Background: an optimization exercise with open tools, aiming at small area. Do not read the settings as production practice. Function was checked by simulation only, so behaviour that the tests miss may differ from the original. The clock port is modelled as an ideal driver; clocking choices that lean on that would not hold on a real chip. Power and IR drop assume default switching activity.

==> flow/config.mk <==
export PLATFORM = sky130hd
export DESIGN_NAME = I2C_Master
export DESIGN_NICKNAME = I2C_Master
export VERILOG_FILES = /design/flow/design.v
export SDC_FILE = /design/flow/constraint.sdc
export NUM_CORES = 4
export LEC_CHECK = 0
export ABC_AREA = 1
export CAP_MARGIN = 0
export CORE_MARGIN = 2
export CORE_UTILIZATION = 40
export SLEW_MARGIN = 0
==> flow/constraint.sdc <==
create_clock -name core_clock -period 5.0 [get_ports {clk}]
set_input_delay 1.0000 -clock core_clock [delete_from_list [all_inputs] [get_ports {clk}]]
set_output_delay 1.0000 -clock core_clock [all_outputs]
set_load 0.01 [all_outputs]
==> flow/design.v <==
module I2C_Master (
input	wire [7:0] _Data_in,
input	wire [7:0] _Reg_addr,
input	wire [6:0] _Dev_addr,
input	wire	   clk,rst,_RW_sel,
input	wire	 _SDA_in,
output	reg	 	 SDA_out,
output	reg	 	 SCL_out
);
reg [7:0] Data_in;
reg [7:0] Reg_addr;
reg [6:0] Dev_addr;
reg       RW_sel;
reg [3:0] P;
reg [2:0] j;
reg [2:0] u;
reg       SDA_in;
wire idle = (~P[3] & ~P[0] & j[2] & ~j[0]) | (~P[3] & ~P[0] & j[2] & ~u[2] & ~u[0]) | (~P[3] & ~P[0] & j[2] & ~u[2] & ~u[1]);
wire single = (P[2] & ~P[0]) | (P[3] & P[0]) | (~RW_sel & P[3]) | (RW_sel & P[2] & P[1]);
wire selSCL = (~P[3] & ~P[0] & j[2] & ~j[0]) | (P[3] & P[2] & ~P[1]) | (~RW_sel & P[3] & P[0]) | (~P[3] & ~P[0] & j[2] & ~u[2] & ~u[0]) | (~P[3] & ~P[0] & j[2] & ~u[2] & ~u[1]);
wire selN = (P[3] & P[1] & P[0]);
wire selR = (RW_sel & P[2] & P[1] & P[0]);
wire gDEV = (~P[3] & ~P[2] & P[0]) | (RW_sel & ~P[2] & ~P[1] & ~P[0]);
wire gDEV2 = (RW_sel & ~P[2] & ~P[1] & ~P[0]);
wire gREG = (~P[3] & ~P[1] & P[0]);
wire gWR = (~RW_sel & P[2] & P[1] & P[0]);
wire A = (~P[3] & ~P[0]) | (~P[2] & ~P[1] & P[0]);
wire stop_end = (P[3] & P[2] & ~P[1] & u[2]) | (~RW_sel & P[3] & P[0] & u[2]);
wire holdR = (~RW_sel & P[3]) | (RW_sel & P[1] & P[0]) | (P[3] & P[2]);
wire jumpc = (~P[1] & j[2] & j[1] & j[0] & u[2] & u[1] & u[0]);
wire sample = (~P[3] & P[2] & ~P[0]) | (P[3] & ~P[2] & P[1] & ~P[0]) | (RW_sel & ~P[2] & ~P[1] & P[0]);
wire blk = (u[2] & u[1] & u[0]);
wire sclu = (u[2] & ~u[1]) | (~u[2] & u[1]);
wire rsu = (~u[2]);
wire [7:0] devv = {Dev_addr, gDEV2};
wire [7:0] gv = ({8{gDEV}} & devv) | ({8{gREG}} & Reg_addr) | ({8{gWR}} & Data_in);
wire [7:0] gvr = {gv[7], gv[3], gv[5], gv[1], gv[6], gv[2], gv[4], gv[0]};
wire sda_d = gvr[{~j[0], ~j[1], ~j[2]}];
wire force0 = ~rst | (SDA_in & A) | stop_end;
wire hold = SDA_in & holdR;
wire jump = SDA_in & jumpc;
wire blk_end = blk & ~hold;
wire [2:0] u_inc = {u[2] ^ (u[1] & u[0]), u[1] ^ u[0], ~u[0]};
wire [2:0] j_inc = {j[2] ^ (j[1] & j[0]), j[1] ^ j[0], ~j[0]};
wire [3:0] P_inc = {P[3] ^ (P[2] & P[1] & P[0]), P[2] ^ (P[1] & P[0]), P[1] ^ P[0], ~P[0]};
always @(posedge clk) begin
	if (force0) begin
		u <= 3'd5;
		j <= 3'd6;
		P <= 4'd2;
	end
	else begin
		u <= u_inc;
		if (jump)
			P <= 4'd14;
		else if (blk_end & (single | (j == 3'd7)))
			P <= P_inc;
		if (blk_end & ~single)
			j <= j_inc;
	end
	if (~rst)
		SDA_in <= 1'b0;
	else if (sample)
		SDA_in <= _SDA_in;
	if (idle) begin
		Data_in <= _Data_in;
		Reg_addr <= _Reg_addr;
		Dev_addr <= _Dev_addr;
		RW_sel <= _RW_sel;
	end
	SDA_out <= (selSCL & SCL_out) | selN | (selR & (SDA_in | rsu)) | sda_d;
	SCL_out <= idle | sclu;
end
endmodule
==> flow/flow/run.sh <==
#!/bin/bash
# Own layout flow: the standard ORFS flow (standard.sh) with these changes.
#  - synthesis maps with an area-oriented ABC script (flow/abc_area.script:
#    strash; dch -f; amap) instead of ORFS's delay-driven one; everything else
#    in synthesis, register naming included, is ORFS's own, except that
#    adders are left to ABC as plain gates (ADDER_MAP_FILE empty)
#  - port buffers use the smallest buffer (buf_1)
#  - after floorplan every logic cell is swapped to its smallest drive
#    strength (repair_design / repair_timing upsize again where needed)
#  - CTS uses clkbuf_4 and inserts no dummy load cells
# Each tool's full output stays in orfs/logs; this script's own output goes
# to run.log in the work folder.
set -euo pipefail
W=$(pwd)
exec > "$W/run.log" 2>&1
rm -rf "$W/scripts_area"
cp -r "$FLOW_HOME/scripts" "$W/scripts_area"
cp "$W/flow/abc_area.script" "$W/scripts_area/abc_area.script"
ADDER_MAP_FILE= SCRIPTS_DIR="$W/scripts_area" bash standard.sh synth
export BUFFER_PORTS_ARGS="-buffer_cell sky130_fd_sc_hd__buf_1"
export FLOW_CLKTREE="sky130_fd_sc_hd__clkbuf_1 sky130_fd_sc_hd__clkbuf_4 4"
export PRE_CTS_TCL="$W/flow/clktree.tcl"
export CTS_ARGS="-clk_nets clk -dont_use_dummy_load"
export POST_FLOORPLAN_TCL="$W/flow/downsize.tcl"
bash standard.sh finish
==> flow/flow/abc_area.script <==
strash
dch -f
amap
topo
==> flow/flow/clktree.tcl <==
# Build the clock tree by hand before CTS: a few leaf buffers, driven by the
# clock port directly (root "none") or through one root buffer, each leaf driving the clock pins of a group of
# registers split by position. CTS is then run on the clock port's net only,
# which has a single sink, so it adds nothing.
proc my_clock_tree {root_cell leaf_cell nleaves} {
  set db [ord::get_db]
  set block [ord::get_db_block]
  set clknet [$block findNet clk]
  set sinks {}
  foreach it [$clknet getITerms] {
    set i [$it getInst]
    set loc [$i getLocation]
    lappend sinks [list [lindex $loc 0] [lindex $loc 1] $it]
  }
  set n [llength $sinks]
  # split along the longer side of the sinks' bounding box
  set xs [lsort -integer [lmap s $sinks {lindex $s 0}]]
  set ys [lsort -integer [lmap s $sinks {lindex $s 1}]]
  set key [expr {([lindex $xs end] - [lindex $xs 0]) >= ([lindex $ys end] - [lindex $ys 0]) ? 0 : 1}]
  set sinks [lsort -integer -index $key $sinks]
  if {$root_cell eq "none"} {
    set rootnet $clknet
  } else {
    set rootnet [odb::dbNet_create $block clknet_root]
    $rootnet setSigType CLOCK
    set root [odb::dbInst_create $block [$db findMaster $root_cell] clkbuf_root]
    [$root findITerm A] connect $clknet
    [$root findITerm X] connect $rootnet
  }
  set rx 0; set ry 0
  for {set g 0} {$g < $nleaves} {incr g} {
    set lo [expr {$g * $n / $nleaves}]
    set hi [expr {($g + 1) * $n / $nleaves - 1}]
    set net [odb::dbNet_create $block clknet_leaf_$g]
    $net setSigType CLOCK
    set leaf [odb::dbInst_create $block [$db findMaster $leaf_cell] clkbuf_leaf_$g]
    [$leaf findITerm A] connect $rootnet
    [$leaf findITerm X] connect $net
    set sx 0; set sy 0; set m 0
    foreach s [lrange $sinks $lo $hi] {
      set it [lindex $s 2]
      $it disconnect
      $it connect $net
      incr sx [lindex $s 0]; incr sy [lindex $s 1]; incr m
    }
    set lx [expr {$sx / $m}]; set ly [expr {$sy / $m}]
    $leaf setLocation $lx $ly
    $leaf setPlacementStatus PLACED
    incr rx $lx; incr ry $ly
    puts "my_clock_tree: leaf $g $leaf_cell drives $m sinks"
  }
  if {$root_cell ne "none"} {
    $root setLocation [expr {$rx / $nleaves}] [expr {$ry / $nleaves}]
    $root setPlacementStatus PLACED
  }
}
if {[info exists ::env(FLOW_CLKTREE)]} {
  my_clock_tree {*}$::env(FLOW_CLKTREE)
}
==> flow/flow/downsize.tcl <==
# Swap every combinational cell to the smallest-area cell with the same
# function (same base name, other drive strength). Timing repair later in
# the flow upsizes again where it must.
proc my_downsize {} {
  set dont_use {}
  if {[info exists ::env(DONT_USE_CELLS)]} { set dont_use $::env(DONT_USE_CELLS) }
  set block [ord::get_db_block]
  set n 0
  foreach inst [$block getInsts] {
    set m [[$inst getMaster] getName]
    if {![regexp {^(sky130_fd_sc_hd__[a-z0-9]+)_([0-9]+)$} $m -> base sz]} { continue }
    if {[regexp {__(df|edf|sdf|sed|dl|tap|fill|decap|conb|clk|lpflow|probe|diode)} $base]} { continue }
    set best $m
    set cur [get_lib_cells -quiet */$m]
    if {$cur eq ""} { continue }
    set besta [get_property $cur area]
    foreach s {0 1 2 3 4 6 8 12 16} {
      set cand ${base}_$s
      if {$cand eq $m || [lsearch -exact $dont_use $cand] >= 0} { continue }
      set lc [get_lib_cells -quiet */$cand]
      if {$lc eq ""} { continue }
      set a [get_property $lc area]
      if {$a < $besta} { set best $cand; set besta $a }
    }
    if {$best ne $m} {
      replace_cell [$inst getName] $best
      incr n
    }
  }
  puts "my_downsize: resized $n instances"
}
my_downsize
==> flow/standard.sh <==
#!/bin/bash
# synth_recipe.tcl (not shown) runs the flow's synth.tcl, then flattens the netlist and writes it again
# the make line also repeats each setting of config.mk as NAME=value (left out here)
make -C /OpenROAD-flow-scripts/flow DESIGN_CONFIG=/design/flow/config.mk WORK_HOME=/design/flow/orfs CLKGATE_MAP_FILE= SYNTH_SCRIPT=/design/flow/synth_recipe.tcl "${@:-finish}"
==> results by group, run 1 <==
Status
  – Status: complete, no violations

Layout
  – Fin util: 46.9%
  – Nets: 189
  – Number of fill cells: 331
  – Multi-input gate area: 457 um^2
  – Layout area overhead: 14.4%
  – N_diodes: 0
  – Register Area: 981 um^2
  – Fraction of layout cells with a size suffix above 1: 3.75%

Setup path
  – Delay-heaviest family, CP: simple AND/OR/NAND/NOR gates
  – Critical Path Start Type: flop
  – Critical R2R Launch: P[0]
  – Bufs and invs on worst path: 0
  – CP Cell Sequence: nand2_1, nor3_1, a222oi_1, o22ai_1, a22oi_1, o221a_1, o21ai_0
  – CP Data Required Time: 5.37 ns
  – Crit path capture type: flop
  – CP peak stage delay: 0.73 ns
  – Crit-path slowest cell: nor3_1
  – Critical path class: reg2reg
  – Critical Path Start: P[0]
  – CP arrival: 2.74 ns
  – CP max FO: 10

Timing
  – Worst Skew: 0.00274 ns
  – Period minus WS final: 2.37 ns
  – RSZ-0062 raised after global routing: no
  – Final period utilization: 47.4%
  – Max-slew violation count: 0
  – Worst-Margin Slew: 1.15 ns
  – Count of final setup violators: 0
  – Max_slew headroom: 22.7%
  – F_max: 0.422 GHz
  – Hold violation total from the final report: 0
  – Setup Total Neg Slack: 0 ns

Clock network
  – CTS hold repair buffers: 0
  – Number of gates resized after cts: 0
  – Postcts setup bufs: 0
  – Clock transition at the registers of the reported paths: 0.10 ns
  – Clock Latency Late Sink: 0.44 ns

Drt
  – Final wirelength: 3.05 mm
  – WL per Instance: 14.6 um
  – Final ANT Viol Nets: 0
  – DR pass1 iterations: 4
  – Vias per std cell: 5.67
  – # DRC: 0
  – Initial DRC count: 108
  – Via count: 1180

Die
  – I/O Pins: 29
  – Starting density of the core: 41.0%
  – Die Footprint: 4200 um^2
  – Die height: 64.8 um
  – Row count: 22
  – Die width: 64.8 um
  – Core area: 3610 um^2

Yosys
  – Mean post-synth cell area: 11.7 um^2
  – Cells taking the most area after synthesis: edfxtp_1 49%, dfxtp_1 18%, a222oi_1 4.7%, nor2_1 3.8%, o21ai_0 3.7%
  – Synth top cells by count: 24 x edfxtp_1, 15 x nor2_1, 13 x clkinv_1, 13 x dfxtp_1, 11 x o21ai_0
  – Synth top area share: 48.7%
  – Flops & latches, synth: 37
  – Asr flop ratio synth: 0%
  – Syn Inst Count: 126
  – Most frequent cell after synthesis: edfxtp_1
  – Cell taking the most area after synthesis: edfxtp_1
  – Number of enable flip-flop cells after synthesis: 24
  – Post-Syn Nets: 153
  – Synth unique cells: 27
  – Ys flop type: edfxtp_1
  – Yosys synthesis warning count: 1
  – Register area share after synthesis: 66.3%
  – Area of the mapped netlist: 1480 um^2

Global route
  – GRT Resource Usage Total: 15.3%
  – GRT overflow: 0
  – First-pass GRT wire length: 5.20 mm
  – Pin count of the biggest net entering global routing: 16
  – Number of global-route vias before repair: 1102
  – Initial antenna violation count: 0

Placement
  – Hpwl dp: 2.25 mm
  – RD Place Congestion: 0.994
  – Port-buffer cells: 28

Run
  – MaxCap Viol Count: 0

Power and ir drop
  – Maximum VDD drop: 0.000150 V
  – Pwr Density: 329 nW/um^2
  – Leak Pwr: 0.552 nW

Hold path
  – Hold Startpoint: u[0]
  – Hold crit path type: reg2reg
per-stage QoR:
| step | total power (W) | cell area, um^2 | instances | worst slack [ns] | hold slack, ns |
|---|---|---|---|---|---|
| after floorplan | 0.000410 | 1480 | 126 | 1.26 | 0.362 |
| after global placement | 0.000433 | 1660 | 203 | 2.64 | 0.369 |
| after detailed placement | 0.000434 | 1660 | 203 | 2.59 | 0.375 |
| after CTS | 0.000527 | 1690 | 208 | 2.58 | 0.375 |
| after global routing | 0.000587 | 1690 | 208 | 2.41 | 0.428 |
| final | 0.000556 | 1690 | 208 | 2.63 | 0.395 |
layout by cell type, fill, tap and decap left out, drive strengths merged, types with 2 or more instances in the layout:
cell and count:
nor2 15, a221oi 2, dfxtp 13, edfxtp 24, nor3 6, clkbuf 5
a222oi 7, o22ai 4, a211oi 4, o21ai 11, clkinv 13, a31oi 2
nand2 7, a21oi 4, buf 29
path summary, 6_finish.rpt:
path / end / slack, ns / depth (start not counted)
min reg2reg: u[0] / 0.39 / 1
max: SDA_out / 2.63 / 7
max reg2reg: SDA_out / 2.63 / 7
min: u[0] / 0.39 / 1
state kept, by name, summed over array words and instances, names as in the netlist:
| name | count |
|---|---|
| Data_in | 8 |
| Reg_addr | 8 |
| u | 3 |
| P | 4 |
| RW_sel | 1 |
| SDA_in | 1 |
| SDA_out | 1 |
| SCL_out | 1 |
| Dev_addr | 7 |
| j | 3 |
report_power, final:
part / leakage, nW / switching [W] / internal [W] / total, W
Sequential: 0.354 / 0.0000136 / 0.000363 / 0.000376
Combinational: 0.178 / 0.0000326 / 0.0000178 / 0.0000504
Clock: 0.0196 / 0.0000896 / 0.0000401 / 0.000130
Total: 0.552 / 0.000136 / 0.000421 / 0.000556
area by class of cell:
cell class / count / share of cell area (%)
Sequential cell: 37 / 57.9
Inverter: 13 / 2.88
Timing Repair Buffer: 29 / 6.65
Multi-Input combinational cell: 76 / 27.0
Tap cell: 48 / 3.55
Buffer: 5 / 2.00
cells by family after synthesis:
group	count (synthesis)	share of synthesized area [%]
flops	37	66.3
buf+inv	13	3.30
compound gates	43	20.7
simple gates	33	9.72
per-layer routing:
| layer | global-route usage [%] | vias up | share of wire (%) |
|---|---|---|---|
| li1 | - | 568 | - |
| met1 | 24.4 | 559 | 47 |
| met2 | 22.3 | 45 | 46 |
| met3 | 1.04 | 8 | 5.4 |
| met4 | 4.52 | 0 | 2.2 |
| met5 | 0 | - | 0 |
==> inputs of run 2 (changes only) <==
--- a/flow/flow/run.sh
+++ b/flow/flow/run.sh
@@ -18,7 +18,7 @@
 cp "$W/flow/abc_area.script" "$W/scripts_area/abc_area.script"
 ADDER_MAP_FILE= SCRIPTS_DIR="$W/scripts_area" bash standard.sh synth
 export BUFFER_PORTS_ARGS="-buffer_cell sky130_fd_sc_hd__buf_1"
-export FLOW_CLKTREE="sky130_fd_sc_hd__clkbuf_1 sky130_fd_sc_hd__clkbuf_4 4"
+export FLOW_CLKTREE="sky130_fd_sc_hd__clkbuf_1 sky130_fd_sc_hd__clkbuf_8 2"
 export PRE_CTS_TCL="$W/flow/clktree.tcl"
 export CTS_ARGS="-clk_nets clk -dont_use_dummy_load"
 export POST_FLOORPLAN_TCL="$W/flow/downsize.tcl"
==> run 2 against run 1 <==
Against the previous run:
- via count down 1.1%
- worst setup slack got worse by 0.015 ns
- sequential share of layout area up 0.086 points
- clock power is 5% lower
- combinational power about the same
- first-iteration DRC count grew 18%
- utilization shrank 0.069 points
- register-to-register slack got worse by 0.02 ns
- total power fell by 0.99%
- critical path depth is 4 lower
- largest power group unchanged
==> results by group, run 2 <==
Status
  – Status: complete, no violations

Yosys
  – Register area share after synthesis: 66.3% (unchanged)
  – Syn Inst Count: 126 (unchanged)
  – Synth unique cells: 27 (unchanged)
  – Area of the mapped netlist: 1480 um^2 (unchanged)
  – Post-Syn Nets: 153 (unchanged)
  – Most frequent cell after synthesis: edfxtp_1
  – Number of enable flip-flop cells after synthesis: 24 (unchanged)
  – Synth top cells by count: 24 x edfxtp_1, 15 x nor2_1, 13 x clkinv_1, 13 x dfxtp_1, 11 x o21ai_0
  – Yosys synthesis warning count: 1 (unchanged)
  – Flops & latches, synth: 37 (unchanged)
  – Cell taking the most area after synthesis: edfxtp_1
  – Synth top area share: 48.7% (unchanged)
  – Mean post-synth cell area: 11.7 um^2 (unchanged)
  – Asr flop ratio synth: 0% (unchanged)
  – Cells taking the most area after synthesis: edfxtp_1 49%, dfxtp_1 18%, a222oi_1 4.7%, nor2_1 3.8%, o21ai_0 3.7%
  – Ys flop type: edfxtp_1

Timing
  – Max-slew violation count: 0 (unchanged)
  – Worst-Margin Slew: 1.18 ns (+0.0296 ns)
  – Final worst slack: 2.62 ns (-0.0151 ns)
  – RSZ-0062 raised after global routing: no
  – Period minus WS final: 2.38 ns (+0.0151 ns)
  – Max_slew headroom: 20.7% (-2.0 points)
  – Worst Skew: 0.00897 ns (+0.00623 ns)
  – Count of final setup violators: 0 (unchanged)
  – Final period utilization: 47.7% (+0.30 points)
  – Worst hold slack: 0.397 ns (+0.00247 ns)
  – F_max: 0.420 GHz (-0.63%)
  – Hold violation total from the final report: 0 (unchanged)
  – Setup Total Neg Slack: 0 ns (unchanged)

Layout
  – Most frequent cells in the layout: 28 x buf_1, 24 x edfxtp_1, 15 x nor2_1
  – Register Area: 981 um^2 (unchanged)
  – N_diodes: 0 (unchanged)
  – Multi-input gate area: 457 um^2 (unchanged)
  – Number of fill cells: 330 (-0.30%)
  – Commonest non-fill, non-tap cell in the layout: buf_1
  – Nets: 187 (-1.1%)
  – Layout area overhead: 14.2%
  – Largest registers: Data_in: 8 flops, Reg_addr: 8 flops, Dev_addr: 7 flops
  – Fraction of layout cells with a size suffix above 1: 2.53% (-1.2 points)

Global route
  – Pin count of the biggest net entering global routing: 20 (+4)
  – Number of global-route vias before repair: 1077 (-2.3%)
  – First-pass GRT wire length: 5.13 mm (-1.5%)
  – GRT Resource Usage Total: 15.0% (-0.26 points)
  – Initial antenna violation count: 0 (unchanged)
  – GRT overflow: 0 (unchanged)

Drt
  – Final wirelength: 2.98 mm (-2.1%)
  – # DRC: 0 (unchanged)
  – Initial DRC count: 127 (+18%)
  – WL per Instance: 14.5 um (-1.1%)
  – DR pass1 iterations: 4 (unchanged)
  – Via count: 1167 (-1.1%)
  – Final ANT Viol Nets: 0 (unchanged)
  – Vias per std cell: 5.67 (-0.14%)

Placement
  – Port-buffer cells: 28 (unchanged)
  – Place WS: 2.59 ns (unchanged)
  – Hpwl dp: 2.25 mm (unchanged)
  – RD Place Congestion: 0.994 (unchanged)

Setup path
  – CP max FO: 15 (+5)
  – CP arrival: 2.46 ns (-0.28 ns)
  – CP Cell Sequence: clkinv_1, nor4_2, buf_4
  – Bufs and invs on worst path: 2 (+2)
  – Critical path class: reg2reg
  – Critical Path Start: j[2]
  – Delay-heaviest family, CP: simple AND/OR/NAND/NOR gates
  – Crit-path slowest cell: nor4_2
  – Critical R2R Launch: j[2]
  – CP peak stage delay: 1.02 ns (+0.29 ns)
  – Crit path capture type: flop
  – Critical Path Start Type: flop
  – CP Data Required Time: 5.08 ns (-0.29 ns)

Die
  – Row count: 22 (unchanged)
  – Die height: 64.8 um (unchanged)
  – Core area: 3610 um^2 (unchanged)
  – I/O Pins: 29 (unchanged)
  – Die Footprint: 4200 um^2 (unchanged)
  – Die width: 64.8 um (unchanged)
  – Starting density of the core: 41.0% (unchanged)

Hold path
  – Hold Startpoint: u[0]
  – Hold crit path type: reg2reg

Clock network
  – Postcts setup bufs: 0 (unchanged)
  – Number of gates resized after cts: 0 (unchanged)
  – CTS hold repair buffers: 0 (unchanged)
  – Clock transition at the registers of the reported paths: 0.12 ns (+0.02 ns)
  – Clock Latency Late Sink: 0.38 ns (-0.06 ns)

Power and ir drop
  – Maximum VDD drop: 0.000141 V (-6.5%)
  – Leak Pwr: 0.548 nW (-0.73%)
  – Pwr Density: 326 nW/um^2 (-0.84%)

Run
  – MaxCap Viol Count: 0 (unchanged)
[run 2: cell counts after synthesis]
Identical to the previous run, type by type.
[run 2: area by class of cell]
cell class                      count  area share (%)
Buffer                              3            1.85
Inverter                           13            2.89
Multi-Input combinational cell     76            27.0
Sequential cell                    37            58.0
Tap cell                           48            3.55
Timing Repair Buffer               29            6.66
[run 2: report_power, final]
part	switching, W	internal (W)
clock	0.0000841	0.0000397
combinational	0.0000329	0.0000178
sequential	0.0000137	0.000363
total	0.000131	0.000420
[run 2: path summary, 6_finish.rpt]
check | cells after the start | to | slack (ns)
min reg2reg | 1 | u[0] | 0.40
max reg2reg | 3 | Data_in[7] | 2.62
min | 1 | u[0] | 0.40
max | 3 | Data_in[7] | 2.62
[run 2: kinds of logic (layout without fill, tap and decap cells)]
| logic type | Yosys count | in the layout | synth area share (%) |
|---|---|---|---|
| DFF | 37 | 37 | 66.3 |
| buffers and inverters | 13 | 45 | 3.30 |
| AOI/OAI and AO/OA | 43 | 43 | 20.7 |
| and+or+nand+nor | 33 | 33 | 9.72 |
[run 2: per-stage QoR]
step / power (W) / std cells / util, % / instance area, um^2
6_report: 0.000551 / 206 / 46.9 / 1690
3_5_place_dp: 0.000434 / 203 / 46.0 / 1660
4_1_cts: 0.000525 / 206 / 46.9 / 1690
3_3_place_gp: 0.000433 / 203 / 46.0 / 1660
5_1_grt: 0.000579 / 206 / 46.9 / 1690
2_1_floorplan: 0.000410 / 126 / - / 1480
[run 2: routing by layer]
layer | global-route usage [%] | part of all wire [%] | routed length (um) | vias up
met3 | 0.694 | 6.4 | 192 | 6
li1 | - | - | - | 562
met1 | 24.4 | 46 | 1380 | 546
met5 | 0 | 0 | 0 | -
met4 | 3.72 | 1.9 | 58 | 0
met2 | 22.0 | 45 | 1360 | 53
==> inputs of run 3 (changes only) <==
--- a/flow/flow/run.sh
+++ b/flow/flow/run.sh
@@ -6,8 +6,11 @@
 #    adders are left to ABC as plain gates (ADDER_MAP_FILE empty)
 #  - port buffers use the smallest buffer (buf_1)
 #  - after floorplan every logic cell is swapped to its smallest drive
-#    strength (repair_design / repair_timing upsize again where needed)
-#  - CTS uses clkbuf_4 and inserts no dummy load cells
+#    strength (flow/downsize.tcl; repair_design / repair_timing upsize again
+#    where needed)
+#  - the clock tree is built before CTS by flow/clktree.tcl: the clock port
+#    drives one clkbuf_1, which drives two clkbuf_8, each clocking half of the
+#    registers (split by position); CTS then finds nothing left to buffer
 # Each tool's full output stays in orfs/logs; this script's own output goes
 # to run.log in the work folder.
 set -euo pipefail
==> run 3 against run 2 <==
Against the previous run:
- synthesized cell count unchanged
- sequential power about the same
- critical endpoint unchanged
- cell count unchanged
- combinational power hardly changed
- hold slack stayed put
==> results by group, run 3 <==
Status
  – Status: complete, no violations

Die
  – Row count: 22 (unchanged)
  – I/O Pins: 29 (unchanged)
  – Die height: 64.8 um (unchanged)
  – Core area: 3610 um^2 (unchanged)
  – Die width: 64.8 um (unchanged)
  – Die Footprint: 4200 um^2 (unchanged)
  – Starting density of the core: 41.0% (unchanged)

Timing
  – Count of final setup violators: 0 (unchanged)
  – Final period utilization: 47.7% (unchanged)
  – F_max: 0.420 GHz (unchanged)
  – Max-slew violation count: 0 (unchanged)
  – Max_slew headroom: 20.7% (unchanged)
  – Period minus WS final: 2.38 ns (unchanged)
  – RSZ-0062 raised after global routing: no
  – Hold violation total from the final report: 0 (unchanged)
  – Worst Skew: 0.00897 ns (unchanged)
  – Worst-Margin Slew: 1.18 ns (unchanged)
  – Setup Total Neg Slack: 0 ns (unchanged)

Layout
  – Post-route cell area: 1690 um^2 (unchanged)
  – Layout area overhead: 14.2% (unchanged)
  – Fraction of layout cells with a size suffix above 1: 2.53% (unchanged)
  – Largest registers: Data_in: 8 flops, Reg_addr: 8 flops, Dev_addr: 7 flops
  – Most frequent cells in the layout: 28 x buf_1, 24 x edfxtp_1, 15 x nor2_1
  – N_diodes: 0 (unchanged)
  – Commonest non-fill, non-tap cell in the layout: buf_1
  – Nets: 187 (unchanged)
  – Number of fill cells: 330 (unchanged)

Power and ir drop
  – Seq pwr share: 68.3% (about the same)
  – Clk pwr share: 22.5% (about the same)
  – Gate power share: 9.2% (about the same)
  – Leak Pwr: 0.548 nW (unchanged)
  – Switching Fraction: 23.7% (unchanged)
  – Maximum VDD drop: 0.000141 V (unchanged)
  – NetSw: 0.000131 W (unchanged)
  – Pwr Density: 326 nW/um^2 (unchanged)
  – P_int: 0.000420 W (unchanged)

Placement
  – RD Place Congestion: 0.994 (unchanged)
  – Hpwl dp: 2.25 mm (unchanged)
  – Placed inst area: 1660 um^2 (unchanged)
  – Port-buffer cells: 28 (unchanged)

Global route
  – GRT overflow: 0 (unchanged)
  – Initial antenna violation count: 0 (unchanged)
  – Number of global-route vias before repair: 1077 (unchanged)
  – First-pass GRT wire length: 5.13 mm (unchanged)
  – Pin count of the biggest net entering global routing: 20 (unchanged)
  – GRT Resource Usage Total: 15.0% (unchanged)

Yosys
  – Most frequent cell after synthesis: edfxtp_1
  – Syn Inst Count: 126 (unchanged)
  – Synth top area share: 48.7% (unchanged)
  – Flops & latches, synth: 37 (unchanged)
  – Post-Syn Nets: 153 (unchanged)
  – Area of the mapped netlist: 1480 um^2 (unchanged)
  – Cells taking the most area after synthesis: edfxtp_1 49%, dfxtp_1 18%, a222oi_1 4.7%, nor2_1 3.8%, o21ai_0 3.7%
  – Cell taking the most area after synthesis: edfxtp_1
  – Number of enable flip-flop cells after synthesis: 24 (unchanged)
  – Asr flop ratio synth: 0% (unchanged)
  – Register area share after synthesis: 66.3% (unchanged)
  – Synth unique cells: 27 (unchanged)
  – Ys flop type: edfxtp_1
  – Mean post-synth cell area: 11.7 um^2 (unchanged)
  – Synth top cells by count: 24 x edfxtp_1, 15 x nor2_1, 13 x clkinv_1, 13 x dfxtp_1, 11 x o21ai_0
  – Yosys synthesis warning count: 1 (unchanged)

Clock network
  – CTS hold repair buffers: 0 (unchanged)
  – Postcts setup bufs: 0 (unchanged)
  – Number of gates resized after cts: 0 (unchanged)
  – Clock transition at the registers of the reported paths: 0.12 ns (about the same)
  – Clock Latency Late Sink: 0.38 ns (about the same)

Drt
  – Final ANT Viol Nets: 0 (unchanged)
  – Vias per std cell: 5.67 (unchanged)
  – Via count: 1167 (unchanged)
  – Initial DRC count: 127 (unchanged)
  – WL per Instance: 14.5 um (unchanged)
  – # DRC: 0 (unchanged)
  – DR pass1 iterations: 4 (unchanged)
  – Final wirelength: 2.98 mm (unchanged)

Setup path
  – Crit-path slowest cell: nor4_2
  – Critical path class: reg2reg
  – CP Data Required Time: 5.08 ns (about the same)
  – CP arrival: 2.46 ns (about the same)
  – Critical Path Start Type: flop
  – Delay-heaviest family, CP: simple AND/OR/NAND/NOR gates
  – Bufs and invs on worst path: 2 (unchanged)
  – CP max FO: 15 (unchanged)
  – CP peak stage delay: 1.02 ns (about the same)
  – CP Cell Sequence: clkinv_1, nor4_2, buf_4
  – Crit path capture type: flop

Run
  – MaxCap Viol Count: 0 (unchanged)

Hold path
  – Hold crit path type: reg2reg
[run 3: cell counts in the layout (fill, tap and decap cells not counted)]
No cell type changed its count.
[run 3: metal layers]
layer / vias to the layer above / global-route usage [%] / share of wire [%]
li1: 562 / - / -
met1: 546 / 24.4 / 46
met2: 53 / 22.0 / 45
met3: 6 / 0.694 / 6.4
met4: 0 / 3.72 / 1.9
met5: - / 0 / 0
[run 3: cell families after synthesis]
logic type      count (synthesis)  share of synthesized area [%]
flops                          37                           66.3
compound gates                 43                           20.7
buf+inv                        13                           3.30
simple gates                   33                           9.72
[run 3: final cells by class]
type	count	area (um^2)	share of cell area [%]
plain buffers	3	31.3	1.85
multi-input cells	76	457	27.0
inverters	13	48.8	2.89
repair buffers	29	113	6.66
well taps	48	60.1	3.55
flip-flops and latches	37	981	58.0
[run 3: final timing paths]
kind	start	endpoint	slack, ns	depth (start not counted)
max	j[2]	Data_in[7]	2.62	3
min reg2reg	u[0]	u[0]	0.40	1
max reg2reg	j[2]	Data_in[7]	2.62	3
min	u[0]	u[0]	0.40	1
[run 3: stage by stage]
stage	setup slack [ns]	utilization [%]	total power, W	std cells	hold slack (ns)
after detailed placement	2.59	46.0	0.000434	203	0.375
after floorplan	1.26	-	0.000410	126	0.362
final	2.62	46.9	0.000551	206	0.397
after global routing	2.40	46.9	0.000579	206	0.430
after CTS	2.58	46.9	0.000525	206	0.375
after global placement	2.64	46.0	0.000433	203	0.369
[run 3: power groups by stage]
stage	clock network, W	registers (W)	logic (W)
after floorplan	0	0.000381	0.0000293
after global placement	0	0.000384	0.0000491
after detailed placement	0	0.000383	0.0000511
after CTS	0.0000898	0.000384	0.0000511
after global routing	0.000142	0.000380	0.0000571
final	0.000124	0.000376	0.0000507

## static timing again, ports no longer ideal
In the flow no input, the clock included, has a driving cell. The finished layouts below were timed again as built, in two steps.
Step 1 assumes that a clkbuf_16 drives the clock port and a buf_2 every other input.
Step 2 also shifts input and output timing later by t, the mid clock arrival at the registers, as if the neighbouring blocks saw the same clock.
Three values: ideal, step 1, step 2; two values: the first two.
run	t, ns	slack for setup (ns)	latest minus earliest clock arrival (ns)	cell pins on the clock port's net
run 1	0.458	2.632 / 2.632 / 2.537	0.003 / 0.002	1
run 2	0.392	2.617 / 2.617 / 2.556	0.009 / 0.010	1
run 3	0.392	2.617 / 2.617 / 2.556	0.009 / 0.010	1
After both steps setup and hold are still met in every run listed. The setup slack of run 1, which loses most, moves by 0.000 ns with the drivers and by -0.095 ns with both steps.
